Background: an optimization exercise with open tools, aiming at small area. Do not read the settings as production practice.
In this exercise RTL edits were held to simulation tests only and were not proved equivalent to the original.
The flow treats the clock pin as an ideal source, which a real chip does not have.
No activity file was given, so power comes from the tool's default toggle rates.

==> inputs of run a <==
==> flow/design.v (excerpt) <==
module UltrasoundDME(
    input   clk,
    input   rst,                         
    input   start,
    input   receive,
    output  reg signal_1,
    output  reg signal_2,
    output  reg [6:0] a_to_g,
    output  dot,
    output  [3:0] led_bits,
    output  receive_detect,
    output  start_detect,
    output  flag_square_detect,
    output  flag_button_detect
    );
Settings: LEC_CHECK=0, CAP_MARGIN=20, CORE_MARGIN=2, CORE_UTILIZATION=65, PLACE_DENSITY=0.8, SLEW_MARGIN=20; clock period 100.0 ns.
standard.sh (not shown) runs the stock make flow with config.mk's settings and CLKGATE_MAP_FILE= SYNTH_SCRIPT=/design/flow/synth_recipe.tcl, a recipe that flattens the netlist after the stock synthesis.
==> flow/flow/run.sh <==
#!/bin/bash
# Layout flow: the standard flow (standard.sh) with two changes.
#  1. Synthesis is the standard flow's synthesis script, except that Yosys's abc call maps the
#     logic with flow/area.abc (an area-oriented ABC script) instead of ORFS's
#     delay-oriented script. Every other synthesis step is unchanged, so the
#     registers, their names and their cells are those of the standard synthesis.
#  2. Port buffers are sky130_fd_sc_hd__buf_1 cells.
#  3. Clock tree synthesis runs with the arguments in flow/cts_args.
# Each tool's output goes to a log file in this folder (and ORFS's own logs under orfs/logs).
set -euo pipefail
W=$(pwd)
F=$W/flow
SD=$FLOW_HOME/scripts

# synthesis script: ORFS synth.tcl with only the abc call changed
sed 's#log_cmd abc {\*}\$abc_args#log_cmd abc -script '"$F"'/area.abc {*}$lib_args {*}$lib_dont_use_args#' \
    "$SD/synth.tcl" > "$W/synth_area.tcl"
grep -q 'area.abc' "$W/synth_area.tcl"
sed 's#source \$::env(SCRIPTS_DIR)/synth.tcl#source '"$W"'/synth_area.tcl#' "$W/synth_recipe.tcl" > "$W/flow_synth.tcl"
grep -q 'synth_area.tcl' "$W/flow_synth.tcl"

# standard.sh, with the synthesis script above
sed 's#SYNTH_SCRIPT=[^ ]*synth_recipe.tcl#SYNTH_SCRIPT='"$W"'/flow_synth.tcl#' "$W/standard.sh" > "$W/flow_standard.sh"
grep -q 'flow_synth.tcl' "$W/flow_standard.sh"

export BUFFER_PORTS_ARGS="-buffer_cell sky130_fd_sc_hd__buf_1"
# clock tree: small buffers, no dummy loads
export CTS_ARGS="$(cat "$F/cts_args")"
bash "$W/flow_standard.sh" synth > "$W/synth.log" 2>&1
bash "$W/flow_standard.sh" > "$W/layout.log" 2>&1
test -s "$W/out/final.def"
==> flow/flow/area.abc <==
strash
dch -f
amap
==> flow/flow/cts_args <==
-sink_clustering_enable -repair_clock_nets -dont_use_dummy_load -buf_list sky130_fd_sc_hd__clkbuf_4 -root_buf sky130_fd_sc_hd__clkbuf_4
==> inputs of run b, as changes to run a <==
==> flow/flow/run.sh (replaced) <==
#!/bin/bash
# Layout flow: the standard flow (standard.sh) with these changes.
#  1. Synthesis is the standard flow's synthesis script, except that Yosys's abc call maps the
#     logic with an area-oriented ABC script instead of ORFS's delay-oriented one.
#     Synthesis is tried once with each flow/abc*.abc script (in synth_*/), and the
#     script giving the least cell area is used for the layout. Every other synthesis step is unchanged, so the registers,
#     their names and their cells are those of the standard synthesis.
#  2. Port buffers are sky130_fd_sc_hd__buf_1 cells.
#  3. Clock tree synthesis runs with the arguments in flow/cts_args (clkbuf_4 cells,
#     no dummy loads); flow/post_cts.tcl then makes any clock buffer with a slow
#     output slew a clkbuf_8.
# Each tool's output goes to a log file in this folder (and ORFS's own logs under
# orfs/logs and synth_*/logs).
set -euo pipefail
W=$(pwd)
F=$W/flow
SD=$FLOW_HOME/scripts
RES=orfs/results/$FLOW_PLATFORM/UltrasoundDME/base
grep -q 'WORK_HOME=[^ ]*/orfs ' "$W/standard.sh"
grep -q 'SYNTH_SCRIPT=[^ ]*synth_recipe.tcl' "$W/standard.sh"

best=""; best_area=""
for abc in "$F"/abc*.abc; do
    n=$(basename "$abc" .abc)
    sed 's#log_cmd abc {\*}\$abc_args#log_cmd abc -script '"$abc"' {*}$lib_args {*}$lib_dont_use_args#' \
        "$SD/synth.tcl" > "$W/synth_$n.tcl"
    grep -q "$abc" "$W/synth_$n.tcl"
    sed 's#source \$::env(SCRIPTS_DIR)/synth.tcl#source '"$W/synth_$n.tcl"'#' \
        "$W/synth_recipe.tcl" > "$W/flow_synth_$n.tcl"
    grep -q "synth_$n.tcl" "$W/flow_synth_$n.tcl"
    sed -e 's#SYNTH_SCRIPT=[^ ]*synth_recipe.tcl#SYNTH_SCRIPT='"$W/flow_synth_$n.tcl"'#' \
        -e 's#WORK_HOME=[^ ]*/orfs #WORK_HOME='"$W/synth_$n"' #' "$W/standard.sh" > "$W/standard_$n.sh"
    if bash "$W/standard_$n.sh" synth > "$W/synth_$n.log" 2>&1; then
        a=$(grep 'Chip area for module' "$W/synth_$n/reports/$FLOW_PLATFORM/UltrasoundDME/base/synth_stat.txt" \
            | tail -n 1 | awk '{print $NF}')
        echo "synthesis with $n: area $a" | tee -a "$W/synth_choice.log"
        if [[ -z "$best" ]] || awk -v a="$a" -v b="$best_area" 'BEGIN{exit !(a < b)}'; then
            best=$n; best_area=$a
        fi
    else
        echo "synthesis with $n failed" | tee -a "$W/synth_choice.log"
    fi
done
test -n "$best"
echo "kept: $best" | tee -a "$W/synth_choice.log"

# the layout: standard.sh with the kept synthesis script
sed 's#SYNTH_SCRIPT=[^ ]*synth_recipe.tcl#SYNTH_SCRIPT='"$W/flow_synth_$best.tcl"'#' "$W/standard.sh" > "$W/flow_standard.sh"
grep -q "flow_synth_$best.tcl" "$W/flow_standard.sh"
export BUFFER_PORTS_ARGS="-buffer_cell sky130_fd_sc_hd__buf_1"
export CTS_ARGS="$(cat "$F/cts_args")"
export POST_CTS_TCL="$F/post_cts.tcl"
bash "$W/flow_standard.sh" > "$W/layout.log" 2>&1
test -s "$W/out/final.def"
==> flow/flow/abc1.abc (new file) <==
strash
dch -f
amap
==> flow/flow/abc2.abc (new file) <==
strash
&get -n
&dch -f
&nf -R 1000 -E 1
&put
==> flow/flow/abc3.abc (new file) <==
strash
dch -f
map -a
amap
==> flow/flow/post_cts.tcl (new file) <==
proc post_cts_upsize {} {
  estimate_parasitics -placement
  foreach inst [get_cells clkbuf_*] {
    set s [get_property [get_pins [get_name $inst]/X] slew_max]
    if {$s > 0.100 && [get_property $inst ref_name] eq "sky130_fd_sc_hd__clkbuf_4"} {
      puts "post cts: [get_name $inst] output slew $s, now clkbuf_8"
      replace_cell $inst sky130_fd_sc_hd__clkbuf_8
    }
  }
  detailed_placement
  estimate_parasitics -placement
}
post_cts_upsize
removed: flow/flow/area.abc
==> results.txt <==
quantity	run b	run a
Power per unit of standard cell area	18.5 nW/um^2	17.7 nW/um^2
Vias in the first global route	2089	2068
Shortest clock period the worst path allows after layout	40240 ps	40240 ps
All-Layer GR Usage	0.239	0.238
Wire length after detailed routing	5390 um	5320 um
Status	timing/DRC/antenna clean	timing/DRC/antenna clean
Largest voltage drop on the vdd net	0.0000143 V	0.0000139 V
Power consumed by the clock network	0.0168 mW	0.0136 mW
Combinational Power Share	0.069	0.073
First-pass GRT wire length	9360 um	9260 um
Post-route clock skew	34.1 ps	34.4 ps
Worst hold margin	376 ps	348 ps
Met1 Resource Use GR	0.321	0.318
Flip-flop and latch share of the layout cell area	0.547	0.554
Layout clock area frac	0.0338	0.0220
WL/cell	14.3 um	14.1 um
Layout filler cell count	331	339
Share of cell area taken by multi-input logic gates	0.333	0.337
Final clock period utilization by the worst path	0.402	0.402
Post-layout instance area	3110 um^2	3070 um^2
Setup slack, reg-to-reg	96710 ps	96680 ps
Detailed-routing wirelength on met1	2680 um	2610 um
Sequential fraction of design power	0.639	0.676
Count of routing violations after the opening detailed-route iteration	123	113
Met2 usage in global routing	0.374	0.368

[port drivers added, routing unchanged]
In the flow no input, the clock included, has a driving cell. The finished layouts below were timed again as built, in two steps.
Step 1: set_driving_cell puts a clkbuf_16 on clk and a buf_2 on each other input, an assumption about the parent block.
Step 2 times the ports against the registers' clock, not the clock port: input delays grow and output delays shrink by t, the midpoint of the rising clock arrivals with the driver on.
a / b / c = no drivers / after step 1 / after step 2; a / b = the first two.
| run | t (ns) | slack for setup (ns) | latest minus earliest clock arrival (ns) | worst data-port slew with drivers (ns) | pins driven straight from the clock port |
|---|---|---|---|---|---|
| run a | 0.412 | 59.760 / 59.739 / 59.739 | 0.035 / 0.035 | 0.04 | 1 |
| run b | 0.368 | 59.759 / 59.738 / 59.738 | 0.035 / 0.035 | 0.04 | 1 |
After both steps every run listed still meets setup and hold.
